This design comes from an exercise in tuning for small area on the open sky130 flow, not from production work. RTL that was checked went through simulation tests only; none was proved equivalent to the original. Only the layout flow was run in runs 2 and 3; the RTL was not checked for function there. Power figures rest on the tool's default switching activity, not on a simulated workload.

[config.mk]
export PLATFORM = sky130hd
export DESIGN_NAME = plane_game_logic
export DESIGN_NICKNAME = plane_game_logic
export VERILOG_FILES = /design/flow/design.v
export SDC_FILE = /design/flow/constraint.sdc
export NUM_CORES = 4
export LEC_CHECK = 0
export CAP_MARGIN = 20
export CORE_MARGIN = 2
export CORE_UTILIZATION = 40
export PLACE_DENSITY = 0.6
export SLEW_MARGIN = 20
[constraint.sdc]
create_clock -name core_clock -period 10.0 [get_ports {clk}]
set_input_delay 2.0000 -clock core_clock [delete_from_list [all_inputs] [get_ports {clk}]]
set_output_delay 2.0000 -clock core_clock [all_outputs]
set_load 0.01 [all_outputs]
[design.v]
module KeyBoard_detection(
    input clk,
    input rst,
    input ps2_clk,
    input ps2_data,
    output reg [2:0] cur,
    output reg [1:0] prv);
localparam C_OLT = 3'd0, C_UP = 3'd1, C_RIGHT = 3'd2, C_DOWN = 3'd3,
           C_LEFT = 3'd4, C_FIRE = 3'd5, C_EQ = 3'd6, C_GT = 3'd7;
localparam P_LT = 2'd0, P_EQ = 2'd1, P_GT = 2'd2;
reg ps2_clk_r1, ps2_clk_r2;
reg [3:0] ps2_clk_cnt;
reg [7:0] sh;
wire ps2_clk_neg = ~ps2_clk_r1 & ps2_clk_r2;
reg [2:0] enc;
always @(*) begin
    case(sh)
        8'h1D: enc = C_UP;
        8'h23: enc = C_RIGHT;
        8'h1B: enc = C_DOWN;
        8'h1C: enc = C_LEFT;
        8'h29: enc = C_FIRE;
        8'hF0: enc = C_EQ;
        default: enc = (sh > 8'hF0) ? C_GT : C_OLT;
    endcase
end
always @(posedge clk) begin
    if(rst) begin
        ps2_clk_r1 <= 1'b1;
        ps2_clk_r2 <= 1'b1;
        ps2_clk_cnt <= 4'd0;
        sh <= 8'd0;
        cur <= C_OLT;
        prv <= P_LT;
    end else begin
        ps2_clk_r1 <= ps2_clk;
        ps2_clk_r2 <= ps2_clk_r1;
        if(ps2_clk_neg) begin
            if(ps2_clk_cnt >= 4'd10)
                ps2_clk_cnt <= 4'd0;
            else
                ps2_clk_cnt <= ps2_clk_cnt + 4'd1;
            if((ps2_clk_cnt >= 4'd1) && (ps2_clk_cnt <= 4'd8))
                sh <= {ps2_data, sh[7:1]};
            if(ps2_clk_cnt == 4'd9) begin
                cur <= enc;
                prv <= (cur == C_EQ) ? P_EQ : (cur == C_GT) ? P_GT : P_LT;
            end
        end
    end
end
endmodule
module KeyBoard_TOP(
    input clk,
    input rst,
    input por,
    input ps2_clk, ps2_data,
    output reg A_left_key_press,
    output reg A_right_key_press,
    output reg A_up_key_press,
    output reg A_down_key_press,
    output A_fire);
wire [2:0] cur;
wire [1:0] prv;
KeyBoard_detection KD(clk, rst, ps2_clk, ps2_data, cur, prv);
reg afire, afire_r1, afire_r2;
wire set = (prv == 2'd0);
wire clr = (prv == 2'd1);
always @(posedge clk) begin
    if(por) begin
        A_up_key_press <= 1'b0;
        A_right_key_press <= 1'b0;
        A_down_key_press <= 1'b0;
        A_left_key_press <= 1'b0;
        afire <= 1'b0;
        afire_r1 <= 1'b0;
        afire_r2 <= 1'b0;
    end else begin
        if(cur == 3'd1) begin if(set) A_up_key_press <= 1'b1; else if(clr) A_up_key_press <= 1'b0; end
        if(cur == 3'd2) begin if(set) A_right_key_press <= 1'b1; else if(clr) A_right_key_press <= 1'b0; end
        if(cur == 3'd3) begin if(set) A_down_key_press <= 1'b1; else if(clr) A_down_key_press <= 1'b0; end
        if(cur == 3'd4) begin if(set) A_left_key_press <= 1'b1; else if(clr) A_left_key_press <= 1'b0; end
        if(cur == 3'd5) begin if(set) afire <= 1'b1; else if(clr) afire <= 1'b0; end
        afire_r1 <= afire;
        afire_r2 <= afire_r1;
    end
end
assign A_fire = afire_r1 & ~afire_r2;
endmodule
module jitter_clr(
    input clk, por,
    input button,
    output reg p);
    reg [22:0] L;
    reg c;
    wire rs = por | ~button;
    wire clean = c & ~L[0];
    always @(posedge clk) begin
        if(rs) begin
            L <= 23'd1;
            c <= 1'b0;
        end else begin
            L <= clean ? 23'd0 : {L[21:0], L[22] ^ L[17]};
            c <= c | (L == 23'h400000);
        end
        p <= ~por & c & L[1];
    end
endmodule
module button_control(
    input clk, rst,
    input button_up, button_down, button_right, button_left, button_shoot,
    output up, down, right, left, shoot,
    output [7:0] led);
jitter_clr J0(clk, rst, button_up, up);
jitter_clr J1(clk, rst, button_down, down);
jitter_clr J2(clk, rst, button_right, right);
jitter_clr J3(clk, rst, button_left, left);
jitter_clr J4(clk, rst, button_shoot, shoot);
reg [4:0] l;
always @(posedge clk) begin
    if(rst)
        l <= 5'b11111;
    else begin
        if(up)    l[4] <= ~l[4];
        if(down)  l[3] <= ~l[3];
        if(left)  l[2] <= ~l[2];
        if(right) l[1] <= ~l[1];
        if(shoot) l[0] <= ~l[0];
    end
end
assign led = {3'b111, l};
endmodule
module ROM_ssegment(
    input [3:0] a,
    output reg [7:0] spo);
always @(*) begin
    case(a)
        4'h0: spo = 8'b1100_0000;
        4'h1: spo = 8'b1111_1001;
        4'h2: spo = 8'b1010_0100;
        4'h3: spo = 8'b1011_0000;
        4'h4: spo = 8'b1001_1001;
        4'h5: spo = 8'b1001_0010;
        4'h6: spo = 8'b1000_0010;
        4'h7: spo = 8'b1111_1000;
        4'h8: spo = 8'b1000_0000;
        4'h9: spo = 8'b1001_0000;
        4'ha: spo = 8'b1000_1000;
        4'hb: spo = 8'b1000_0011;
        4'hc: spo = 8'b1100_0110;
        4'hd: spo = 8'b1010_0001;
        4'he: spo = 8'b1000_0110;
        default: spo = 8'b1000_1110;
    endcase
end
endmodule
module ssegment(
    input clk, por,
    input [2:0] hited,
    input [3:0] hit,
    input hinc, hdinc,
    output [7:0] SSEG_AN, SSEG_CA);
    reg [16:0] L;
    reg a, sel, blank;
    reg [3:0] d;
    wire [7:0] w;
always @(posedge clk) begin
    if(por) begin
        L <= 17'd1;
        a <= 1'b0;
    end else begin
        L <= {L[15:0], L[16] ^ L[13]};
        if(L == 17'd1) a <= ~a;
    end
    blank <= por;
    sel <= a;
    d <= a ? (hit - {3'd0, hinc}) : (4'd3 - {1'b0, hited} + {3'd0, hdinc});
end
ROM_ssegment R0(d, w);
assign SSEG_CA = blank ? 8'hff : w;
assign SSEG_AN = {5'b11111, blank | sel, 1'b1, blank | ~sel};
endmodule
module enemy_position(
    input clk, rst, vs_neg,
    output [10:0] enemy_x, enemy_y);
reg [8:0] ex;
reg dir;  
always @(posedge clk) begin
    if(rst) begin
        ex <= 9'd32;
        dir <= 1'b1;
    end else begin
        if(vs_neg) ex <= dir ? ex + 9'd1 : ex - 9'd1;
        if(dir) begin
            if(ex >= 9'd480) dir <= 1'b0;
        end else begin
            if(ex <= 9'd34) dir <= 1'b1;
        end
    end
end
assign enemy_x = {1'b0, ex, 1'b0};
assign enemy_y = 11'd64;
endmodule
module enemy_bullet_position(
    input clk, rst, por, vs_neg,
    input [8:0] ex,
    input play,
    input [9:0] my_plane_x, my_plane_y,
    output reg [2:0] hited,
    output hdinc_next,
    output [10:0] enemy_bullet_x, enemy_bullet_y,
    output reg have_enemy_bullet_now);
reg [8:0] bx, by;
wire [10:0] ebx = {1'b0, bx, 1'b0};
wire [10:0] eby = {1'b0, by, 1'b0};
wire [10:0] mpx = {1'b0, my_plane_x};
wire [10:0] mpy = {1'b0, my_plane_y};
wire hitc = (eby + 11'd80 >= mpy) && (ebx + 11'd73 >= mpx) &&
            (ebx <= mpx + 11'd73) && (eby <= mpy + 11'd80) &&
            have_enemy_bullet_now && play;
assign hdinc_next = ~rst & hitc;
always @(posedge clk) begin
    if(por) begin
        bx <= 9'd32;
        by <= 9'd72;
        have_enemy_bullet_now <= 1'b1;
        hited <= 3'd0;
    end else if(rst) begin
        bx <= 9'd32;
        by <= 9'd72;
        hited <= 3'd0;
    end else begin
        if(by >= 9'd376) begin
            bx <= ex;
            by <= 9'd72;
            have_enemy_bullet_now <= 1'b1;
        end else if(vs_neg && hited < 3'd3)
            by <= by + 9'd3;
        if(hitc) begin
            have_enemy_bullet_now <= 1'b0;
            hited <= hited + 3'd1;
        end
    end
end
assign enemy_bullet_x = ebx;
assign enemy_bullet_y = eby;
endmodule
module move_counter(
    input clk, por, rs,
    output reg e);
reg [18:0] L;
wire match = (L == 19'h00400);
wire [18:0] nx = {L[17:0], L[18] ^ L[17] ^ L[16] ^ L[13]};
always @(posedge clk) begin
    if(rs)
        L <= 19'h00c1d;
    else if(match)
        L <= 19'd0;
    else
        L <= {nx[18:12], nx[11] | e, nx[10:0]};
    e <= ~por & match;
end
endmodule
module my_plane_control(
    input clk, rst, por,
    input up, down, right, left,
    input vs_neg,
    output reg [9:0] my_plane_x, my_plane_y);
reg [9:0] nx, ny;
wire eu, ed, er, el;
move_counter CU(clk, por, rst | ~up, eu);
move_counter CD(clk, por, rst | ~down, ed);
move_counter CR(clk, por, rst | ~right, er);
move_counter CL(clk, por, rst | ~left, el);
always @(posedge clk) begin
    if(rst) begin
        nx <= 10'd400;
        ny <= 10'd512;
        my_plane_x <= 10'd400;
        my_plane_y <= 10'd512;
    end else begin
        if(eu && (ny > 10'd193)) ny <= ny - 10'd1;
        if(ed && (ny < 10'd703)) ny <= ny + 10'd1;
        if(er && (nx < 10'd959)) nx <= nx + 10'd1;
        if(el && (nx > 10'd65)) nx <= nx - 10'd1;
        if(vs_neg) begin
            my_plane_x <= nx;
            my_plane_y <= ny;
        end
    end
end
endmodule
module my_bullet_control(
    input clk, rst,
    input shoot,
    input vs_neg,
    input [9:0] my_plane_x, my_plane_y,
    input [8:0] ex, ebx,
    output reg [9:0] my_bullet_x, my_bullet_y,
    output reg [3:0] hit,
    output reg hinc,
    output reg have_bullet_now);
reg hn;
reg [9:0] bnx, bny;
wire [9:0] start_y = my_plane_y - 10'd96;
wire [10:0] x = {1'b0, bnx};
wire [10:0] exx = {1'b0, ex, 1'b0};
wire [10:0] ebxx = {1'b0, ebx, 1'b0};
wire hit_enemy = (bny <= 10'd160) && (x + 11'd80 >= exx) && (x <= exx + 11'd80) && hn;
wire hit_bullet = (x + 11'd25 >= ebxx) && (x <= ebxx + 11'd25) && hn;
wire fire = shoot && !hn;
always @(posedge clk) begin
    if(rst) begin
        bnx <= my_plane_x;
        bny <= start_y;
        hn <= 1'b0;
        hit <= 4'd0;
        hinc <= 1'b0;
        have_bullet_now <= 1'b0;
        my_bullet_x <= my_plane_x;
        my_bullet_y <= start_y;
    end else begin
        hinc <= 1'b0;
        if(fire) begin
            bnx <= my_plane_x;
            bny <= start_y;
            hn <= 1'b1;
        end else if(vs_neg) begin
            if(bny > 10'd35)
                bny <= bny - 10'd6;
            else begin
                hn <= 1'b0;
                bnx <= my_plane_x;
                bny <= start_y;
            end
            if(hit_enemy) begin
                hn <= 1'b0;
                hit <= hit + 4'd1;
                hinc <= 1'b1;
            end
            if(hit_bullet)
                hn <= 1'b0;
        end
        if(vs_neg) begin
            have_bullet_now <= hn;
            my_bullet_x <= bnx;
            my_bullet_y <= bny;
        end
    end
end
endmodule
module plane_game_logic(
    input clk, rst,
    input button_left, button_shoot, button_right, button_up, button_down,
    input ps2_clk,ps2_data,
    input vs_neg,
    output [7:0] SSEG_CA, SSEG_AN,
    output [7:0] led,
    output reg play,
    output [3:0] hited,
    output [10:0] my_plane_x, my_plane_y,
    output [10:0] my_bullet_x, my_bullet_y,
    output have_bullet_now,
    output [10:0] enemy_x, enemy_y,
    output [10:0] enemy_bullet_x, enemy_bullet_y,
    output have_enemy_bullet_now);
wire up, down, left, right, shoot;
wire [3:0] hit;
wire hinc;
reg hdinc;
wire hdinc_next;
wire A_left_key_press, A_right_key_press, A_up_key_press, A_down_key_press;
wire A_fire;
wire game_rst = rst | shoot;
always @(posedge clk) begin
    if(game_rst) play <= 1'b0;
    else if(up) play <= 1'b1;
    hdinc <= hdinc_next;
end
wire [9:0] mpx, mpy, mbx, mby;
wire [2:0] hd;
wire [8:0] ex = enemy_x[9:1];
wire [8:0] ebx = enemy_bullet_x[9:1];
enemy_position M3(
    .vs_neg (vs_neg),
    .clk    (clk),
    .rst    (game_rst),
    .enemy_x(enemy_x),
    .enemy_y(enemy_y));
enemy_bullet_position M5(
    .vs_neg (vs_neg),
    .clk    (clk),
    .rst    (game_rst),
    .por    (rst),
    .ex     (ex),
    .play   (play),
    .my_plane_x (mpx),
    .my_plane_y (mpy),
    .hited  (hd),
    .hdinc_next (hdinc_next),
    .enemy_bullet_x (enemy_bullet_x),
    .enemy_bullet_y (enemy_bullet_y),
    .have_enemy_bullet_now (have_enemy_bullet_now));
button_control M8(
    .clk    (clk),
    .rst    (rst),
    .button_down  (button_down),
    .button_left  (button_left),
    .button_right (button_right),
    .button_up    (button_up),
    .button_shoot (button_shoot),
    .down   (down),
    .left   (left),
    .up     (up),
    .right  (right),
    .shoot  (shoot),
    .led    (led));
my_plane_control M9(
    .clk    (clk),
    .rst    (game_rst),
    .por    (rst),
    .up     (A_up_key_press),
    .down   (A_down_key_press),
    .right  (A_right_key_press),
    .left   (A_left_key_press),
    .vs_neg (vs_neg),
    .my_plane_x (mpx),
    .my_plane_y (mpy));
my_bullet_control M10(
    .clk    (clk),
    .rst    (game_rst),
    .shoot  (A_fire),
    .vs_neg (vs_neg),
    .my_plane_x (mpx),
    .my_plane_y (mpy),
    .ex     (ex),
    .ebx    (ebx),
    .my_bullet_x (mbx),
    .my_bullet_y (mby),
    .hit    (hit),
    .hinc   (hinc),
    .have_bullet_now (have_bullet_now));
ssegment M11(
    .clk    (clk),
    .por    (rst),
    .hited  (hd),
    .hit    (hit),
    .hinc   (hinc),
    .hdinc  (hdinc),
    .SSEG_CA (SSEG_CA),
    .SSEG_AN (SSEG_AN));
KeyBoard_TOP M12(
    .clk    (clk),
    .rst    (game_rst),
    .por    (rst),
    .ps2_clk  (ps2_clk),
    .ps2_data (ps2_data),
    .A_left_key_press  (A_left_key_press),
    .A_right_key_press (A_right_key_press),
    .A_up_key_press    (A_up_key_press),
    .A_down_key_press  (A_down_key_press),
    .A_fire (A_fire));
assign hited = {1'b0, hd};
assign my_plane_x = {1'b0, mpx};
assign my_plane_y = {1'b0, mpy};
assign my_bullet_x = {1'b0, mbx};
assign my_bullet_y = {1'b0, mby};
endmodule
[run.sh]
#!/bin/bash
# synth_recipe.tcl (not shown) runs the flow's synth.tcl, then flattens the netlist and writes it again
# the make line also repeats each setting of config.mk as NAME=value (left out here)
make -C /OpenROAD-flow-scripts/flow DESIGN_CONFIG=/design/flow/config.mk WORK_HOME=/design/flow/orfs CLKGATE_MAP_FILE= SYNTH_SCRIPT=/design/flow/synth_recipe.tcl finish
==> results of run 1 <==
## power by group through the flow
stage               combinational, mW  sequential, mW  clock (mW)
floorplan                       0.135            1.64           0
global placement                0.186            1.65           0
detailed placement              0.190            1.65           0
CTS                             0.191            1.62        1.55
global route                    0.214            1.62        1.62
finish                          0.190            1.62        1.52
## final cells by class
cell class,count,area share (%)
Multi-Input combinational cell,1249,42.7
Sequential cell,384,40.7
Clock buffer,57,5.82
Timing Repair Buffer,101,4.98
Tap cell,539,3.39
Inverter,75,1.42
Clock inverter,14,1.00
## final timing paths
kind                                    end  slack, ps  cells past startpoint
worst max-delay path             M10.bnx[7]       5440                      6
worst min register to register   M9.CL.L[2]        440                      1
worst min-delay path             M9.CL.L[2]        440                      1
worst max register to register  M5.hited[2]       6400                     12
## cell families after synthesis
group / share of synthesized area (%)
AND/OR/NAND/NOR: 21.0
flip-flops: 47.1
AO/OA/AOI/OAI: 9.71
buffers and inverters: 4.27
adder cells (fa/ha/maj): 9.17
XOR/XNOR: 5.76
multiplexers: 2.98
other: 0.0437
## layout by cell type, fill, tap and decap left out, types with 7 or more instances in the layout
cell type	count
xnor2_1	84
and3_1	33
o211ai_1	9
nor2b_1	44
o21ai_0	65
or2_2	29
o21bai_1	13
clkbuf_16	41
clkdlybuf4s50_1	94
a21oi_1	72
nor4b_1	11
a21o_1	16
conb_1	32
o21a_1	12
nand4_1	16
dfxtp_1	344
a211oi_1	12
xor2_1	29
nand3_1	34
and2_1	136
nor4_1	44
inv_1	75
clkbuf_1	9
ha_1	121
edfxtp_1	40
nand2b_1	21
nor3_1	28
clkbuf_8	7
or3_1	9
mux2i_1	49
nor2_1	154
a31oi_1	11
nand2_1	81
## stage by stage
step | area, µm² | instances | hold WS (ps)
after global routing | 19900 | 2419 | 459
after global placement | 18500 | 2348 | 423
after detailed placement | 18500 | 2348 | 429
after floorplan | 17300 | 1796 | 329
after CTS | 19900 | 2419 | 441
final | 19900 | 2419 | 440
## worst max-delay path, stage by stage
cell	delay [ps]
buf_2	80
buf_4	430
inv_1	240
nand2_1	800
or2_2	400
nor2b_1	740
## registers in the layout, summed over array words and instances (netlist names), 17 cells and up
name / flops
M8.J0.L: 23
M8.J1.L: 23
M8.J2.L: 23
M8.J3.L: 23
M8.J4.L: 23
M9.CD.L: 19
M9.CL.L: 19
M9.CR.L: 19
M9.CU.L: 19
M11.L: 17
## per-layer routing
layer | up-vias | routed length (µm) | track usage [%]
li1 | 6215 | - | -
met1 | 5824 | 18200 | 23.5
met2 | 243 | 16900 | 27.6
met3 | 64 | 2020 | 3.24
met4 | 0 | 983 | 5.73
met5 | - | 0 | 0
==> reports/metrics.yaml, run 1 <==
drtIter0Drc: 661
synthTopCellsByCount: "344 x dfxtp_1, 155 x nor2_1, 136 x and2_1"
crit_path_end_kind: "flip-flop"
crit_path_max_fanout: 37
routabilityCongestion: 0.886
pwr-share-clk_pct: 45.6
port_buffers: 96
ctsHoldBuffers: 0
start_kind: "primary input"
p_sw_mw: 0.763
seqCellArea_um2: 8090
worst_hold_path_type: "flip-flop to flip-flop"
crit_required_ps: 10170
ir_drop_mv: 0.150
p_leak_nw: 8.12
cts_root_buf: "clkbuf_16"
async_flop_share_pct: 0
wl_mm: 38.1
viasPerCell: 5.10
num_rows: 75
outcome: "finished clean"
tightest_slew_ps: 1010
n_fill_cell: 3957
clock_latency_ps: 560
powerDensity_nw_per_um2: 167
clk_path_buf_depth: 3
setup_tns_ps: 0
area_growth_pct: 15.7
nets: 1985
yosysMostFrequentCell: "dfxtp_1"
cts_tree: "built"
hpwlAfterDp_mm: 27.2
insertedDiodeCount: 0
ys_ff_latch: 384
grt.overflow.total: 0
postLayoutSetupSlackWorst_ps: 5440
power.internal_mw: 2.56
fin_crit_ps: 4560
rsz0062_at_grt: "no"
ios: 129
pre_cts_slack_ps: 4870
finalPower_mw: 3.32
final_antenna_net_count: 0
syn-cell-area_um2: 17200
num_vias: 12346
slew_headroom_pct: 32.2
p_seq_share_pct: 48.6
antenna_found_initial: 1
die_w_um: 211
yosys_warnings: 12
clock_sinks: 384
grt_pass1_vias: 12043
grt_max_degree: 86
slew_violations: 0
multi_input_area_um2: 8480
drtPass1Iterations: 5
hold_viol: 0
synth_edf_count: 40
timing.fmax_ghz: 0.219
dieHeight_um: 211
hold_start: "M9.CL.L[1]"
arrival_ps: 4730
ys_types: 71
path_clk_slew_ps: 60
cts_resized: 0
yosys.area.top_type: "dfxtp_1"
setup_violations: 0
synthTopCellsByArea: "dfxtp_1 40%, ha_1 8.8%, edfxtp_1 7.0%"
post_cts_buffers: 0
drv_cap: 0
drcViolationCount: 0
fin_skew_ps: 21.5
postSynthAreaPerCell_um2: 9.72
layout-drive-gt1-share_pct: 6.01
grt_pass1_wl_mm: 62.4
fin_util_pct: 47.1
timing.final.crit_share_pct: 45.6
synth_top_area_share_pct: 40.1
combPwrFrac_pct: 5.7
wl_per_cell_um: 15.8
ctsHtreeMaxLevel: 2
p_sw_share_pct: 23.0
worstSetupStartpoint: "vs_neg"
ys_seq_area_share_pct: 47.1
dominantRegCellSynth: "dfxtp_1"
r2r-start: "M9.my_plane_x[0]"
grtUsageTotal_pct: 17.3
syn-instance-count: 1766
cts_buffers: 40
dieArea_um2: 44600
core_area_um2: 42100
crit_type: "primary input to flip-flop"
floorplan.initialDensity_pct: 40.7
==> run 2, diff against run 1 <==
--- a/design.v
+++ b/design.v
@@ -92,17 +92,15 @@
     input button,
     output reg p);
-    reg [22:0] L;
+    reg [22:0] M;
     reg c;
     wire rs = por | ~button;
-    wire clean = c & ~L[0];
+    wire clean = c & M[1];
+    wire g = rs | clean;
     always @(posedge clk) begin
-        if(rs) begin
-            L <= 23'd1;
-            c <= 1'b0;
-        end else begin
-            L <= clean ? 23'd0 : {L[21:0], L[22] ^ L[17]};
-            c <= c | (L == 23'h400000);
-        end
-        p <= ~por & c & L[1];
+        M[0] <= ~g & ~(M[22] ^ M[17]);
+        M[1] <= ~rs & (clean | ~M[0]);
+        M[22:2] <= {21{~g}} & ~M[21:1];
+        c <= ~rs & (c | (M == 23'h3fffff));
+        p <= ~por & c & M[2];
     end
 endmodule
@@ -121,11 +119,6 @@
     if(rst)
         l <= 5'b11111;
-    else begin
-        if(up)    l[4] <= ~l[4];
-        if(down)  l[3] <= ~l[3];
-        if(left)  l[2] <= ~l[2];
-        if(right) l[1] <= ~l[1];
-        if(shoot) l[0] <= ~l[0];
-    end
+    else
+        l <= l ^ {up, down, left, right, shoot};
 end
 assign led = {3'b111, l};
@@ -161,5 +154,5 @@
     input hinc, hdinc,
     output [7:0] SSEG_AN, SSEG_CA);
-    reg [16:0] L;
+    reg [16:0] M;
     reg a, sel, blank;
     reg [3:0] d;
@@ -167,9 +160,9 @@
 always @(posedge clk) begin
     if(por) begin
-        L <= 17'd1;
+        M <= 17'd0;
         a <= 1'b0;
     end else begin
-        L <= {L[15:0], L[16] ^ L[13]};
-        if(L == 17'd1) a <= ~a;
+        M <= {~M[15:0], ~(M[16] ^ M[13])};
+        if(M == 17'd0) a <= ~a;
     end
     blank <= por;
@@ -186,4 +179,14 @@
 reg [8:0] ex;
 reg dir;  
+reg [9:0] t;
+integer i;
+always @(*) begin
+    t[0] = vs_neg;
+    for(i = 0; i < 9; i = i + 1)
+        t[i+1] = t[i] & ~(ex[i] ^ dir);
+end
+wire at_right = ex[8] & ex[7] & ex[6] & ex[5];                    
+wire at_left = ~ex[8] & ~ex[7] & ~ex[6] &
+               (~ex[5] | (~ex[4] & ~ex[3] & ~ex[2] & ~(ex[1] & ex[0])));  
 always @(posedge clk) begin
     if(rst) begin
@@ -191,9 +194,9 @@
         dir <= 1'b1;
     end else begin
-        if(vs_neg) ex <= dir ? ex + 9'd1 : ex - 9'd1;
+        ex <= ex ^ t[8:0];
         if(dir) begin
-            if(ex >= 9'd480) dir <= 1'b0;
+            if(at_right) dir <= 1'b0;
         end else begin
-            if(ex <= 9'd34) dir <= 1'b1;
+            if(at_left) dir <= 1'b1;
         end
     end
@@ -211,4 +214,23 @@
     output [10:0] enemy_bullet_x, enemy_bullet_y,
     output reg have_enemy_bullet_now);
+function automatic [10:0] add11(input [10:0] a, input [10:0] b);
+    integer i; reg c;
+    begin
+        c = 1'b0;
+        for(i = 0; i < 11; i = i + 1) begin
+            add11[i] = a[i] ^ b[i] ^ c;
+            c = (a[i] & b[i]) | (c & (a[i] ^ b[i]));
+        end
+    end
+endfunction
+function automatic ge11(input [10:0] a, input [10:0] b);  
+    integer i; reg c;
+    begin
+        c = 1'b1;
+        for(i = 0; i < 11; i = i + 1)
+            c = (a[i] & ~b[i]) | (c & ~(a[i] ^ b[i]));
+        ge11 = c;
+    end
+endfunction
 reg [8:0] bx, by;
 wire [10:0] ebx = {1'b0, bx, 1'b0};
@@ -216,8 +238,22 @@
 wire [10:0] mpx = {1'b0, my_plane_x};
 wire [10:0] mpy = {1'b0, my_plane_y};
-wire hitc = (eby + 11'd80 >= mpy) && (ebx + 11'd73 >= mpx) &&
-            (ebx <= mpx + 11'd73) && (eby <= mpy + 11'd80) &&
+wire hitc = ge11(add11(eby, 11'd80), mpy) && ge11(add11(ebx, 11'd73), mpx) &&
+            ge11(add11(mpx, 11'd73), ebx) && ge11(add11(mpy, 11'd80), eby) &&
             have_enemy_bullet_now && play;
 assign hdinc_next = ~rst & hitc;
+reg [8:0] by3;
+reg [9:0] cy;
+integer j;
+always @(*) begin
+    by3[0] = ~by[0];
+    by3[1] = ~(by[1] ^ by[0]);
+    cy[2] = by[1] | by[0];
+    for(j = 2; j < 9; j = j + 1) begin
+        by3[j] = by[j] ^ cy[j];
+        cy[j+1] = by[j] & cy[j];
+    end
+end
+wire respawn = by[8] & (by[7] | (by[6] & by[5] & by[4] & by[3]));  
+wire [2:0] hited1 = {hited[2] ^ (hited[1] & hited[0]), hited[1] ^ hited[0], ~hited[0]};
 always @(posedge clk) begin
     if(por) begin
@@ -231,13 +267,13 @@
         hited <= 3'd0;
     end else begin
-        if(by >= 9'd376) begin
+        if(respawn) begin
             bx <= ex;
             by <= 9'd72;
             have_enemy_bullet_now <= 1'b1;
-        end else if(vs_neg && hited < 3'd3)
-            by <= by + 9'd3;
+        end else if(vs_neg && ~hited[2] && ~(hited[1] & hited[0]))
+            by <= by3;
         if(hitc) begin
             have_enemy_bullet_now <= 1'b0;
-            hited <= hited + 3'd1;
+            hited <= hited1;
         end
     end
@@ -249,14 +285,14 @@
     input clk, por, rs,
     output reg e);
-reg [18:0] L;
-wire match = (L == 19'h00400);
-wire [18:0] nx = {L[17:0], L[18] ^ L[17] ^ L[16] ^ L[13]};
+reg [18:0] M;
+wire match = (M == 19'h332a9);
+wire [18:0] nx = {~M[17:0], M[18] ^ M[17] ^ M[16] ^ M[13]};
 always @(posedge clk) begin
     if(rs)
-        L <= 19'h00c1d;
+        M <= 19'd0;
     else if(match)
-        L <= 19'd0;
+        M <= 19'h332ab;
     else
-        L <= {nx[18:12], nx[11] | e, nx[10:0]};
+        M <= {nx[18:3], nx[2] | e, nx[1:0]};
     e <= ~por & match;
 end
@@ -273,4 +309,27 @@
 move_counter CR(clk, por, rst | ~right, er);
 move_counter CL(clk, por, rst | ~left, el);
+function automatic gt10(input [9:0] a, input [9:0] b);  
+    integer i; reg c;
+    begin
+        c = 1'b0;
+        for(i = 0; i < 10; i = i + 1)
+            c = (a[i] & ~b[i]) | (c & ~(a[i] ^ b[i]));
+        gt10 = c;
+    end
+endfunction
+wire yinc = ed & gt10(10'd703, ny);
+wire ydec = eu & gt10(ny, 10'd193);
+wire xdec = el & gt10(nx, 10'd65);
+wire xinc = er & gt10(10'd959, nx);
+reg [10:0] ty, tx;
+integer i;
+always @(*) begin
+    ty[0] = yinc | ydec;
+    tx[0] = xinc | xdec;
+    for(i = 0; i < 10; i = i + 1) begin
+        ty[i+1] = ty[i] & ~(ny[i] ^ yinc);
+        tx[i+1] = tx[i] & (nx[i] ^ xdec);
+    end
+end
 always @(posedge clk) begin
     if(rst) begin
@@ -280,8 +339,6 @@
         my_plane_y <= 10'd512;
     end else begin
-        if(eu && (ny > 10'd193)) ny <= ny - 10'd1;
-        if(ed && (ny < 10'd703)) ny <= ny + 10'd1;
-        if(er && (nx < 10'd959)) nx <= nx + 10'd1;
-        if(el && (nx > 10'd65)) nx <= nx - 10'd1;
+        ny <= ny ^ ty[9:0];
+        nx <= nx ^ tx[9:0];
         if(vs_neg) begin
             my_plane_x <= nx;
@@ -301,13 +358,37 @@
     output reg hinc,
     output reg have_bullet_now);
+function automatic [10:0] add11(input [10:0] a, input [10:0] b);
+    integer i; reg c;
+    begin
+        c = 1'b0;
+        for(i = 0; i < 11; i = i + 1) begin
+            add11[i] = a[i] ^ b[i] ^ c;
+            c = (a[i] & b[i]) | (c & (a[i] ^ b[i]));
+        end
+    end
+endfunction
+function automatic ge11(input [10:0] a, input [10:0] b);  
+    integer i; reg c;
+    begin
+        c = 1'b1;
+        for(i = 0; i < 11; i = i + 1)
+            c = (a[i] & ~b[i]) | (c & ~(a[i] ^ b[i]));
+        ge11 = c;
+    end
+endfunction
 reg hn;
 reg [9:0] bnx, bny;
-wire [9:0] start_y = my_plane_y - 10'd96;
+wire [10:0] sy = add11({1'b0, my_plane_y}, 11'h7a0);    
+wire [9:0] start_y = sy[9:0];
+wire [10:0] dy = add11({1'b0, bny}, 11'h7fa);           
 wire [10:0] x = {1'b0, bnx};
 wire [10:0] exx = {1'b0, ex, 1'b0};
 wire [10:0] ebxx = {1'b0, ebx, 1'b0};
-wire hit_enemy = (bny <= 10'd160) && (x + 11'd80 >= exx) && (x <= exx + 11'd80) && hn;
-wire hit_bullet = (x + 11'd25 >= ebxx) && (x <= ebxx + 11'd25) && hn;
+wire on_screen = ~ge11(11'd35, {1'b0, bny});             
+wire hit_enemy = ge11(11'd160, {1'b0, bny}) && ge11(add11(x, 11'd80), exx) &&
+                 ge11(add11(exx, 11'd80), x) && hn;
+wire hit_bullet = ge11(add11(x, 11'd25), ebxx) && ge11(add11(ebxx, 11'd25), x) && hn;
 wire fire = shoot && !hn;
+wire [3:0] hit1 = {hit[3] ^ (hit[2] & hit[1] & hit[0]), hit[2] ^ (hit[1] & hit[0]), hit[1] ^ hit[0], ~hit[0]};
 always @(posedge clk) begin
     if(rst) begin
@@ -327,6 +408,6 @@
             hn <= 1'b1;
         end else if(vs_neg) begin
-            if(bny > 10'd35)
-                bny <= bny - 10'd6;
+            if(on_screen)
+                bny <= dy[9:0];
             else begin
                 hn <= 1'b0;
@@ -336,5 +417,5 @@
             if(hit_enemy) begin
                 hn <= 1'b0;
-                hit <= hit + 4'd1;
+                hit <= hit1;
                 hinc <= 1'b1;
             end
==> flow/run.sh (new file) <==
#!/bin/bash
# Own layout flow: the standard ORFS flow (standard.sh, unchanged
# synthesis), with smaller port buffers and a clock tree built from small
# clock buffers without dummy loads.
set -euo pipefail
export BUFFER_PORTS_ARGS="-buffer_cell sky130_fd_sc_hd__buf_1"
export CTS_ARGS="-sink_clustering_enable -repair_clock_nets -dont_use_dummy_load -buf_list sky130_fd_sc_hd__clkbuf_8 -root_buf sky130_fd_sc_hd__clkbuf_8 -sink_clustering_size 20 -sink_clustering_max_diameter 60"
bash standard.sh > flow_make.log 2>&1
==> standard.sh (new file) <==
#!/bin/bash
# synth_recipe.tcl (not shown) runs the flow's synth.tcl, then flattens the netlist and writes it again
# the make line also repeats each setting of config.mk as NAME=value (left out here)
make -C /OpenROAD-flow-scripts/flow DESIGN_CONFIG=/design/flow/config.mk WORK_HOME=/design/flow/orfs CLKGATE_MAP_FILE= SYNTH_SCRIPT=/design/flow/synth_recipe.tcl "${@:-finish}"
removed: run.sh
==> reports/metrics.yaml, run 2 <==
outcome: "finished clean"
final_common_cell: "dfxtp_1"
dieArea_um2: 42300
antenna_found_initial: 0
met1_length_mm: 15.9
synthTopCellsByCount: "344 x dfxtp_1, 324 x nor2_1, 150 x ha_1"
cts_root_buf: "clkbuf_8"
yosysMostFrequentCell: "dfxtp_1"
final_cell_mix: "344 x dfxtp_1, 323 x nor2_1, 150 x ha_1"
syn-cell-area_um2: 16300
slew_headroom_pct: 29.5
tightest_slew_ps: 1050
fin_crit_ps: 4360
crit_path_max_incr_delay_ps: 900
grt_pass1_vias: 10866
setup_tns_ps: 0
port_buffers: 96
drcViolationCount: 0
fin_skew_ps: 59.1
crit_path_max_fanout: 87
crit_path_end_kind: "flip-flop"
cts_resized: 0
clk_path_buf_depth: 3
cts_tree: "built"
wl_per_cell_um: 14.4
num_rows: 73
p_leak_nw: 7.29
postSynthAreaPerCell_um2: 9.56
synth_top_family_by_area: "simple AND/OR/NAND/NOR gates"
synth_top_area_share_pct: 42.3
grtUsageTotal_pct: 15.5
slew_violations: 0
n_fill_cell: 3946
layout-drive-gt1-share_pct: 3.67
hold_viol: 0
wl_mm: 33.1
routabilityCongestion: 0.842
insertedDiodeCount: 0
path_cells: "clkbuf_2 -> buf_4 -> or2_4 -> nor3_2 -> nor2_1"
viasPerCell: 4.95
ctsHoldBuffers: 0
crit_type: "primary input to flip-flop"
final_antenna_net_count: 0
postLayoutSetupSlackWorst_ps: 5640
path_clk_slew_ps: 110
ir_drop_mv: 0.138
ys_seq_area_share_pct: 49.7
worst_hold_path_type: "flip-flop to flip-flop"
yosys_warnings: 12
area_growth_pct: 6.71
synth-compound-area-share_pct: 9.00
pre_cts_slack_ps: 5010
dieHeight_um: 206
highest_layer: "met4"
fin_util_pct: 43.5
synth_edf_count: 40
drtPass1Iterations: 5
setup_violations: 0
synth_simple_gate_area_share_pct: 18.3
timing.fmax_ghz: 0.229
dominantRegCellSynth: "dfxtp_1"
grt_pass1_wl_mm: 53.9
ctsHtreeMaxLevel: 1
drtIter0Drc: 567
yosys.area.top_type: "dfxtp_1"
drv_cap: 0
hpwlAfterDp_mm: 24.2
start_kind: "primary input"
crit_required_ps: 10210
syn-instance-count: 1702
grt.overflow.total: 0
synth.mux.area_fraction_pct: 2.58
clock_sinks: 384
rsz0062_at_grt: "no"
num_vias: 11359
wl_met3_mm: 1.30
synth_adder_area_share_pct: 11.5
floorplan.initialDensity_pct: 40.8
ios: 129
async_flop_share_pct: 0
powerDensity_nw_per_um2: 145
finalPower_mw: 2.52
ys_ff_latch: 384
post_cts_buffers: 0
die_w_um: 206
timing.final.crit_share_pct: 43.6
synthTopCellsByArea: "dfxtp_1 42%, ha_1 12%, nor2_1 7.5%"
grt_max_degree: 88
cts_buffers: 31
ys_types: 76
arrival_ps: 4570
finalHoldWorstSlack_ps: 342
nets: 1932
synthXorXnorAreaFrac_pct: 3.12
slowest_stage: "or2_4"
met2WireLength_mm: 15.3
core_area_um2: 39900
clock_latency_ps: 650
-- run 2: cell types whose count changed in the layout (fill, tap and decap cells not counted), sizes merged, moves of 35 or more --
| cell | delta |
|---|---|
| nor2b | -35 |
| and2 | -134 |
| nor2 | +170 |
| xnor2 | -41 |
| buf | +91 |
| clkdlybuf4s50 | -94 |
-- run 2: report_power, final --
| group | internal (mW) | switching (mW) |
|---|---|---|
| Clock | 0.275 | 0.471 |
| Combinational | 0.0519 | 0.0881 |
| Sequential | 1.61 | 0.0330 |
| Total | 1.93 | 0.592 |
-- run 2: kinds of logic (layout without fill, tap and decap cells) --
| kind of cell | Yosys count | count (layout) |
|---|---|---|
| buffers and inverters | 202 | 240 |
| XOR/XNOR | 58 | 58 |
| flip-flops | 384 | 384 |
| other | 2 | 32 |
| multiplexers | 42 | 42 |
| adder cells (fa/ha/maj) | 150 | 150 |
| AO/OA/AOI/OAI | 230 | 230 |
| AND/OR/NAND/NOR | 634 | 634 |
-- run 2: path summary, 6_finish.rpt --
check                                       from                       end  slack [ps]  cells after the start
worst min register to register        M8.J2.M[9]               M8.J2.M[10]         340                      1
worst max-delay path                         rst                M10.bnx[7]        5640                      5
worst min-delay path                  M8.J2.M[9]               M8.J2.M[10]         340                      1
worst max register to register  M9.my_plane_x[1]  M5.have_enemy_bullet_now        6190                     19
-- run 2: final cells by class --
cell class | count | area (µm²) | area share [%]
Multi-Input combinational cell | 1146 | 7380 | 42.5
Clock buffer | 31 | 427 | 2.46
Tap cell | 525 | 657 | 3.78
Inverter | 109 | 409 | 2.36
Sequential cell | 384 | 8090 | 46.6
Timing Repair Buffer | 100 | 393 | 2.26
-- run 2: worst max-delay path, delay by kind of cell --
kind | cells | cell delay (ps)
buffers and inverters | 2 | 520
AND/OR/NAND/NOR | 3 | 2020
-- run 2: routing by layer --
metal  global-route usage, %  up-vias
met4                    3.85        0
met5                       0        -
met1                    20.8     5324
met3                    2.41       43
met2                    26.1      150
li1                        -     5842
-- run 2: stage by stage --
stage	cell area, µm²	std cells
after floorplan	16400	1732
after global placement	16900	2264
after detailed placement	16900	2264
after CTS	17400	2295
after global routing	17400	2295
final	17400	2295
==> run 3, diff against run 2 <==
--- a/design.v
+++ b/design.v
@@ -214,21 +214,13 @@
     output [10:0] enemy_bullet_x, enemy_bullet_y,
     output reg have_enemy_bullet_now);
-function automatic [10:0] add11(input [10:0] a, input [10:0] b);
-    integer i; reg c;
-    begin
-        c = 1'b0;
-        for(i = 0; i < 11; i = i + 1) begin
-            add11[i] = a[i] ^ b[i] ^ c;
-            c = (a[i] & b[i]) | (c & (a[i] ^ b[i]));
-        end
-    end
-endfunction
-function automatic ge11(input [10:0] a, input [10:0] b);  
-    integer i; reg c;
+function automatic [9:0] sub10(input [9:0] a, input [9:0] b);
+    integer i; reg c; reg [9:0] nb;
     begin
+        nb = ~b;
         c = 1'b1;
-        for(i = 0; i < 11; i = i + 1)
-            c = (a[i] & ~b[i]) | (c & ~(a[i] ^ b[i]));
-        ge11 = c;
+        for(i = 0; i < 10; i = i + 1) begin
+            sub10[i] = a[i] ^ nb[i] ^ c;
+            c = (a[i] & nb[i]) | (c & (a[i] ^ nb[i]));
+        end
     end
 endfunction
@@ -236,9 +228,9 @@
 wire [10:0] ebx = {1'b0, bx, 1'b0};
 wire [10:0] eby = {1'b0, by, 1'b0};
-wire [10:0] mpx = {1'b0, my_plane_x};
-wire [10:0] mpy = {1'b0, my_plane_y};
-wire hitc = ge11(add11(eby, 11'd80), mpy) && ge11(add11(ebx, 11'd73), mpx) &&
-            ge11(add11(mpx, 11'd73), ebx) && ge11(add11(mpy, 11'd80), eby) &&
-            have_enemy_bullet_now && play;
+wire [9:0] dx = sub10({1'b0, my_plane_x[9:1]}, {1'b0, bx});
+wire [9:0] dy = sub10({1'b0, my_plane_y[9:1]}, {1'b0, by});
+wire inx = dx[9] ? (dx[8:0] >= (my_plane_x[0] ? 9'd475 : 9'd476)) : (dx[8:0] <= 9'd36);
+wire iny = dy[9] ? (dy[8:0] >= 9'd472) : ((dy[8:0] < 9'd40) | ((dy[8:0] == 9'd40) & ~my_plane_y[0]));
+wire hitc = inx && iny && have_enemy_bullet_now && play;
 assign hdinc_next = ~rst & hitc;
 reg [8:0] by3;
@@ -377,4 +369,15 @@
     end
 endfunction
+function automatic [9:0] sub10(input [9:0] a, input [9:0] b);
+    integer i; reg c; reg [9:0] nb;
+    begin
+        nb = ~b;
+        c = 1'b1;
+        for(i = 0; i < 10; i = i + 1) begin
+            sub10[i] = a[i] ^ nb[i] ^ c;
+            c = (a[i] & nb[i]) | (c & (a[i] ^ nb[i]));
+        end
+    end
+endfunction
 reg hn;
 reg [9:0] bnx, bny;
@@ -382,11 +385,11 @@
 wire [9:0] start_y = sy[9:0];
 wire [10:0] dy = add11({1'b0, bny}, 11'h7fa);           
-wire [10:0] x = {1'b0, bnx};
-wire [10:0] exx = {1'b0, ex, 1'b0};
-wire [10:0] ebxx = {1'b0, ebx, 1'b0};
 wire on_screen = ~ge11(11'd35, {1'b0, bny});             
-wire hit_enemy = ge11(11'd160, {1'b0, bny}) && ge11(add11(x, 11'd80), exx) &&
-                 ge11(add11(exx, 11'd80), x) && hn;
-wire hit_bullet = ge11(add11(x, 11'd25), ebxx) && ge11(add11(ebxx, 11'd25), x) && hn;
+wire [9:0] de = sub10({1'b0, bnx[9:1]}, {1'b0, ex});
+wire [9:0] db = sub10({1'b0, bnx[9:1]}, {1'b0, ebx});
+wire ine = de[9] ? (de[8:0] >= 9'd472) : ((de[8:0] < 9'd40) | ((de[8:0] == 9'd40) & ~bnx[0]));
+wire inb = db[9] ? (db[8:0] >= (bnx[0] ? 9'd499 : 9'd500)) : (db[8:0] <= 9'd12);
+wire hit_enemy = ge11(11'd160, {1'b0, bny}) && ine && hn;
+wire hit_bullet = inb && hn;
 wire fire = shoot && !hn;
 wire [3:0] hit1 = {hit[3] ^ (hit[2] & hit[1] & hit[0]), hit[2] ^ (hit[1] & hit[0]), hit[1] ^ hit[0], ~hit[0]};
==> flow/run.sh (replaced) <==
#!/bin/bash
# Own layout flow: the standard ORFS flow (standard.sh, unchanged
# synthesis), with smaller port buffers, a clock tree built from small
# clock buffers without dummy loads, and power recovery (downsizing of
# non-critical gates) after global routing.
set -euo pipefail
export BUFFER_PORTS_ARGS="-buffer_cell sky130_fd_sc_hd__buf_1"
export CTS_ARGS="-sink_clustering_enable -repair_clock_nets -dont_use_dummy_load -buf_list sky130_fd_sc_hd__clkbuf_8 -root_buf sky130_fd_sc_hd__clkbuf_8 -sink_clustering_size 20 -sink_clustering_max_diameter 60"
export RECOVER_POWER=100
bash standard.sh > flow_make.log 2>&1
==> reports/metrics.yaml, run 3 <==
tightest_slew_ps: 2970
worst_hold_path_type: "flip-flop to flip-flop"
drtPass1Iterations: 6
area_growth_pct: 6.69
ios: 129
postSynthAreaPerCell_um2: 9.79
synthTopCellsByArea: "dfxtp_1 45%, edfxtp_1 7.8%, nor2_1 7.1%"
grt_pass1_vias: 10378
antenna_found_initial: 0
slew_violations: 138
r2r-start: "M5.bx[0]"
dominantRegCellSynth: "dfxtp_1"
clk_path_buf_depth: 3
syn-cell-area_um2: 15400
hold_depth: 1
cts_buffers: 31
wl_mm: 31.9
path_cells: "clkbuf_1 -> clkbuf_1 -> nor2_4 -> clkbuf_1 -> nand2_1 -> a21oi_1"
fin_skew_ps: 51.6
start_kind: "primary input"
grt.overflow.total: 0
yosysMostFrequentCell: "dfxtp_1"
clock_latency_ps: 640
crit_required_ps: 10510
grt_max_degree: 85
grtUsageTotal_pct: 15.6
crit_type: "primary input to flip-flop"
pre_cts_slack_ps: 5180
viasPerCell: 5.02
ctsHoldBuffers: 0
clock_sinks: 384
worst-r2r-cell-count: 16
cts_tree: "built"
setup_tns_ps: 0
hold_path_end: "M8.J3.M[19]"
timing.final.crit_share_pct: 62.8
ff2ff_setup_slack_ps: 5210
die_w_um: 200
synth_top_area_share_pct: 44.7
synth_edf_count: 40
port_buffers: 96
hold_start: "M8.J3.M[18]"
drcViolationCount: 0
crit_path_end_kind: "flip-flop"
num_vias: 10764
num_rows: 71
rsz0062_at_grt: "no"
crit_path_max_fanout: 62
so_faults: "capacitance limit, slew limit"
setup_violations: 0
slew_headroom_pct: -98.0
timing.fmax_ghz: 0.159
path_clk_slew_ps: 110
p_leak_nw: 6.41
slowest_stage: "clkbuf_1"
ys_types: 76
wl_per_cell_um: 14.9
yosys.area.top_type: "dfxtp_1"
outcome: "complete, but fails checks"
timing.rr.end: "M5.hited[0]"
dieHeight_um: 200
synthTopCellsByCount: "344 x dfxtp_1, 290 x nor2_1, 111 x nand2_1"
crit_family: "buffers and inverters"
cp_num_buf_inv: 3
ys_seq_area_share_pct: 52.5
routabilityCongestion: 0.834
drv_cap: 3
final_cell_mix: "344 x dfxtp_1, 289 x nor2_1, 111 x nand2_1"
syn-instance-count: 1573
n_fill_cell: 3714
nets: 1723
hold_viol: 0
layout-drive-gt1-share_pct: 3.85
arrival_ps: 6790
insertedDiodeCount: 0
yosys_warnings: 12
final_common_cell: "dfxtp_1"
core_area_um2: 37800
cts_root_buf: "clkbuf_8"
grt_pass1_wl_mm: 52.4
final_antenna_net_count: 0
async_flop_share_pct: 0
hpwlAfterDp_mm: 22.5
powerDensity_nw_per_um2: 152
crit_path_max_incr_delay_ps: 2140
postLayoutSetupSlackWorst_ps: 3720
post_cts_buffers: 0
dieArea_um2: 40100
drtIter0Drc: 587
ctsHtreeMaxLevel: 1
fin_crit_ps: 6280
ir_drop_mv: 0.142
ys_ff_latch: 384
floorplan.initialDensity_pct: 40.8
crit_top_cell: "clkbuf_1"
cts_resized: 0
==> run 3: final cells by class <==
type	count	area [µm²]	share of cell area (%)
timing repair buffer	100	384	2.34
inverter	74	278	1.69
sequential	384	8090	49.2
tap	511	639	3.89
clock buffer	31	427	2.60
multi-input combinational	1046	6610	40.3
==> run 3: cells by family (layout without fill, tap and decap cells) <==
kind of cell	Yosys count	after routing	synth area share [%]
XOR/XNOR	46	46	2.62
other	2	32	0.0488
buffers and inverters	173	205	5.28
multiplexers	49	49	3.19
adder cells (fa/ha/maj)	76	76	7.74
AND/OR/NAND/NOR	637	637	20.0
AO/OA/AOI/OAI	206	206	8.64
flip-flops	384	384	52.5
==> run 3: power breakdown <==
group          switching, mW  internal [mW]
Clock                  0.462          0.275
Sequential            0.0306           1.60
Combinational         0.0794         0.0432
==> run 3: worst max path at each step <==
stage	from	to	slack (ps)	cells past startpoint
6_report	rst	M9.CL.M[1]	3720	6
5_1_grt	rst	M9.CR.M[17]	3180	6
4_1_cts	M5.bx[0]	M5.hited[0]	5170	16
3_5_place_dp	M9.my_plane_x[1]	M5.hited[0]	5180	17
3_3_place_gp	M9.my_plane_x[1]	M5.hited[1]	5310	17
2_1_floorplan	M5.bx[0]	M5.hited[1]	5440	16
==> run 3: metal layers <==
| metal | vias to the layer above | GRT usage, % | share of wire [%] |
|---|---|---|---|
| met1 | 5124 | 21.2 | 47 |
| met5 | - | 0 | 0 |
| li1 | 5399 | - | - |
| met4 | 0 | 4.66 | 2.6 |
| met3 | 47 | 2.70 | 4.5 |
| met2 | 194 | 25.4 | 46 |
==> run 3: per-stage QoR <==
stage	instances	total power [mW]	area [µm²]	utilization [%]	hold slack, ps
finish	2146	2.49	16400	43.5	393
detailed placement	2115	1.79	16000	42.4	396
global placement	2115	1.79	16000	42.4	393
global route	2146	2.61	16400	43.5	402
CTS	2146	2.53	16400	43.6	394
floorplan	1603	1.76	15500	-	329
==> run 4, diff against run 3 <==
--- a/design.v
+++ b/design.v
@@ -179,10 +179,13 @@
 reg [8:0] ex;
 reg dir;  
-reg [9:0] t;
+reg [8:0] ex1;
+reg c;
 integer i;
 always @(*) begin
-    t[0] = vs_neg;
-    for(i = 0; i < 9; i = i + 1)
-        t[i+1] = t[i] & ~(ex[i] ^ dir);
+    c = vs_neg & dir;
+    for(i = 0; i < 9; i = i + 1) begin
+        ex1[i] = ex[i] ^ (vs_neg & ~dir) ^ c;
+        c = (ex[i] & (vs_neg & ~dir)) | (c & (ex[i] ^ (vs_neg & ~dir)));
+    end
 end
 wire at_right = ex[8] & ex[7] & ex[6] & ex[5];                    
@@ -194,5 +197,5 @@
         dir <= 1'b1;
     end else begin
-        ex <= ex ^ t[8:0];
+        ex <= ex1;
         if(dir) begin
             if(at_right) dir <= 1'b0;
@@ -314,14 +317,16 @@
 wire xdec = el & gt10(nx, 10'd65);
 wire xinc = er & gt10(10'd959, nx);
-reg [10:0] ty, tx;
-integer i;
-always @(*) begin
-    ty[0] = yinc | ydec;
-    tx[0] = xinc | xdec;
-    for(i = 0; i < 10; i = i + 1) begin
-        ty[i+1] = ty[i] & ~(ny[i] ^ yinc);
-        tx[i+1] = tx[i] & (nx[i] ^ xdec);
+function automatic [9:0] step10(input [9:0] n, input inc, input dec);
+    integer i; reg c;
+    begin
+        c = inc;
+        for(i = 0; i < 10; i = i + 1) begin
+            step10[i] = n[i] ^ dec ^ c;
+            c = (n[i] & dec) | (c & (n[i] ^ dec));
+        end
     end
-end
+endfunction
+wire [9:0] ny1 = step10(ny, yinc, ydec & ~yinc);
+wire [9:0] nx1 = step10(nx, xinc & ~xdec, xdec);
 always @(posedge clk) begin
     if(rst) begin
@@ -331,6 +336,6 @@
         my_plane_y <= 10'd512;
     end else begin
-        ny <= ny ^ ty[9:0];
-        nx <= nx ^ tx[9:0];
+        ny <= ny1;
+        nx <= nx1;
         if(vs_neg) begin
             my_plane_x <= nx;
@@ -386,8 +391,8 @@
 wire [10:0] dy = add11({1'b0, bny}, 11'h7fa);           
 wire on_screen = ~ge11(11'd35, {1'b0, bny});             
-wire [9:0] de = sub10({1'b0, bnx[9:1]}, {1'b0, ex});
-wire [9:0] db = sub10({1'b0, bnx[9:1]}, {1'b0, ebx});
-wire ine = de[9] ? (de[8:0] >= 9'd472) : ((de[8:0] < 9'd40) | ((de[8:0] == 9'd40) & ~bnx[0]));
-wire inb = db[9] ? (db[8:0] >= (bnx[0] ? 9'd499 : 9'd500)) : (db[8:0] <= 9'd12);
+wire [9:0] de = sub10({1'b0, ex}, {1'b0, bnx[9:1]});
+wire [9:0] db = sub10({1'b0, ebx}, {1'b0, bnx[9:1]});
+wire ine = de[9] ? ((de[8:0] > 9'd472) | ((de[8:0] == 9'd472) & ~bnx[0])) : (de[8:0] <= 9'd40);
+wire inb = db[9] ? (db[8:0] >= 9'd500) : (db[8:0] <= (bnx[0] ? 9'd13 : 9'd12));
 wire hit_enemy = ge11(11'd160, {1'b0, bny}) && ine && hn;
 wire hit_bullet = inb && hn;
==> flow/run.sh (replaced) <==
#!/bin/bash
# Own layout flow: the standard ORFS flow (standard.sh, unchanged
# synthesis), with smaller port buffers and a clock tree built from small
# clock buffers without dummy loads.
set -euo pipefail
export BUFFER_PORTS_ARGS="-buffer_cell sky130_fd_sc_hd__buf_1"
export CTS_ARGS="-sink_clustering_enable -repair_clock_nets -dont_use_dummy_load -buf_list sky130_fd_sc_hd__clkbuf_8 -root_buf sky130_fd_sc_hd__clkbuf_8 -sink_clustering_size 20 -sink_clustering_max_diameter 60"
bash standard.sh > flow_make.log 2>&1
==> reports/metrics.yaml, run 4 <==
synthTopCellsByArea: "dfxtp_1 46%, edfxtp_1 8.1%, fa_1 7.5%"
p_leak_nw: 6.63
yosys_warnings: 12
crit_path_max_fanout: 10
insertedDiodeCount: 0
setup_tns_ps: 0
final_antenna_net_count: 0
fin_skew_ps: 69.3
setup_violations: 0
tightest_slew_ps: 1080
timing.final.crit_share_pct: 57.7
worst_hold_path_type: "flip-flop to flip-flop"
path_clk_slew_ps: 100
r2r-start: "M9.ny[2]"
final_cell_mix: "344 x dfxtp_1, 297 x nor2_1, 94 x buf_1"
drcViolationCount: 0
routabilityCongestion: 0.844
syn-cell-area_um2: 14900
layout-drive-gt1-share_pct: 3.99
cts_resized: 0
rsz0062_at_grt: "no"
num_vias: 9801
yosysMostFrequentCell: "dfxtp_1"
crit_path_end_kind: "flip-flop"
start_kind: "flip-flop"
dieHeight_um: 197
slowest_stage: "o41ai_1"
grt.overflow.total: 0
slew_violations: 0
clock_sinks: 384
crit_type: "flip-flop to flip-flop"
drv_cap: 0
area_growth_pct: 7.54
hold_depth: 1
ys_types: 71
powerDensity_nw_per_um2: 156
postSynthAreaPerCell_um2: 10.3
viasPerCell: 4.91
clk_path_buf_depth: 3
final_common_cell: "dfxtp_1"
synth_edf_count: 40
cts_root_buf: "clkbuf_8"
hold_viol: 0
grt_max_degree: 78
num_rows: 70
path_cells: "nand4_1 -> nor2_1 -> o41ai_1 -> nor3_2 -> ha_1 -> a21o_1 -> fa_1 -> fa_1 -> fa_1 -> fa_1 -> fa_1 -> fa_1 -> fa_1 -> fa_1 -> xnor2_1 -> o311a_1 -> a21oi_1"
slew_headroom_pct: 27.9
die_w_um: 197
postLayoutSetupSlackWorst_ps: 4230
ys_seq_area_share_pct: 54.4
cts_buffers: 31
antenna_found_initial: 0
floorplan.initialDensity_pct: 40.6
yosys.area.top_type: "dfxtp_1"
wl_mm: 28.3
nets: 1639
drtIter0Drc: 359
worst-r2r-cell-count: 17
cts_tree: "built"
crit_top_cell: "fa_1"
timing.rr.end: "M9.ny[9]"
finalPower_mw: 2.50
hold_path_end: "M8.J0.M[17]"
worstSetupStartpoint: "M9.ny[2]"
synth_top_area_share_pct: 46.3
crit_path_max_incr_delay_ps: 680
fin_crit_ps: 5770
grtUsageTotal_pct: 14.5
clock_latency_ps: 620
finalHoldWorstSlack_ps: 361
ios: 129
timing.fmax_ghz: 0.173
hpwlAfterDp_mm: 20.0
core_area_um2: 36600
grt_pass1_vias: 9431
hold_start: "M8.J0.M[16]"
arrival_ps: 6250
ctsHoldBuffers: 0
drtPass1Iterations: 4
port_buffers: 96
grt_pass1_wl_mm: 46.6
outcome: "finished clean"
ir_drop_mv: 0.0989
dieArea_um2: 38700
syn-instance-count: 1444
ff2ff_setup_slack_ps: 4230
pre_cts_slack_ps: 3880
wl_per_cell_um: 14.2
synthTopCellsByCount: "344 x dfxtp_1, 298 x nor2_1, 84 x nand2_1"
dominantRegCellSynth: "dfxtp_1"
post_cts_buffers: 0
ys_ff_latch: 384
ctsHtreeMaxLevel: 1
async_flop_share_pct: 0
crit_required_ps: 10480
==> run 4: cell count changes in the layout (fill, tap and decap cells not counted), moves of 14 or more <==
cell and delta:
nand2_1 -27, a211oi_1 -14, fa_1 +24, a21oi_1 -28
and2_1 +21, nand3_1 -16
==> run 4: power by group <==
group | internal (mW) | leakage, nW | switching, mW | total (mW)
Sequential | 1.60 | 3.20 | 0.0287 | 1.63
Combinational | 0.0420 | 3.20 | 0.0770 | 0.119
Clock | 0.276 | 0.223 | 0.469 | 0.745
Total | 1.92 | 6.63 | 0.575 | 2.50
==> run 4: worst max path at each step <==
stage | slack (ps) | end | depth (start not counted)
6_report | 4230 | M9.ny[9] | 17
2_1_floorplan | 4270 | M3.ex[8] | 12
3_3_place_gp | 3940 | M3.ex[8] | 13
3_5_place_dp | 3880 | M3.ex[8] | 13
4_1_cts | 4240 | M9.ny[9] | 17
5_1_grt | 3900 | M9.ny[9] | 17
==> run 4: logic make-up (layout without fill, tap and decap cells) <==
kind of cell / after synthesis / in the layout / synth area share [%]
simple gates: 580 / 580 / 18.4
flops: 384 / 384 / 54.4
buf+inv: 155 / 208 / 4.76
compound gates: 141 / 141 / 5.82
fa+ha+maj: 100 / 100 / 11.3
mux: 45 / 45 / 3.07
xor+xnor: 37 / 37 / 2.18
other cells: 2 / 32 / 0.0505
==> run 4: metal layers <==
metal | global-route usage (%) | vias to the layer above | routed length (µm)
met4 | 3.43 | 0 | 589
met1 | 19.4 | 4715 | 13300
met5 | 0 | - | 0
met3 | 2.07 | 38 | 1130
met2 | 24.9 | 167 | 13300
li1 | - | 4881 | -
==> run 4: stage by stage <==
stage / instance area (µm²) / std cells / utilization [%]
6_report: 16000 / 1995 / 43.6
5_1_grt: 16000 / 1995 / 43.6
2_1_floorplan: 15000 / 1474 / -
3_3_place_gp: 15600 / 1964 / 42.5
4_1_cts: 16000 / 1995 / 43.6
3_5_place_dp: 15600 / 1964 / 42.5
==> run 4: final cells by class <==
cell class                      count  area [µm²]
Fill cell                        3544       20600
Sequential cell                   384        8090
Multi-Input combinational cell    935        6190
Tap cell                          468         586
Clock buffer                       31         427
Timing Repair Buffer              102         408
Inverter                           75         282
==> run 4: worst max-delay path: cells and delay by family (launching register included) <==
| family | cells | cell delay (ps) |
|---|---|---|
| fa+ha+maj | 9 | 3460 |
| compound gates | 4 | 1080 |
| simple gates | 3 | 500 |
| flops | 1 | 370 |
| xor+xnor | 1 | 220 |

port drivers added, routing unchanged:
The flow's constraints put no driver on any port. The routed layouts listed below were extracted and timed again, unchanged, in two steps. Step 1 (the two cells are an assumption about what drives the block):
set clk [get_ports {clk}]
set_driving_cell -lib_cell sky130_fd_sc_hd__clkbuf_16 $clk
set_driving_cell -lib_cell sky130_fd_sc_hd__buf_2 [delete_from_list [all_inputs] $clk]
Step 2 also shifts input and output timing later by t, the mid clock arrival at the registers, as if the neighbouring blocks saw the same clock. a / b / c = ideal / step 1 / step 2; a / b = the first two.
run	t, ns	slack for setup (ns)	hold slack, ns	latest minus earliest clock arrival (ns)
run 1	0.609	5.443 / 5.477 / 4.869	0.440 / 0.440 / 0.440	0.025 / 0.025
run 2	0.664	5.642 / 5.667 / 5.003	0.342 / 0.342 / 0.342	0.078 / 0.079
run 3	0.660	3.717 / 3.743 / 3.083	0.393 / 0.393 / 0.393	0.058 / 0.059
run 4	0.625	4.225 / 4.225 / 3.939	0.361 / 0.361 / 0.361	0.092 / 0.092
For run 2, which loses most, drivers alone change the setup slack by +0.025 ns; drivers and shift together by -0.639 ns.
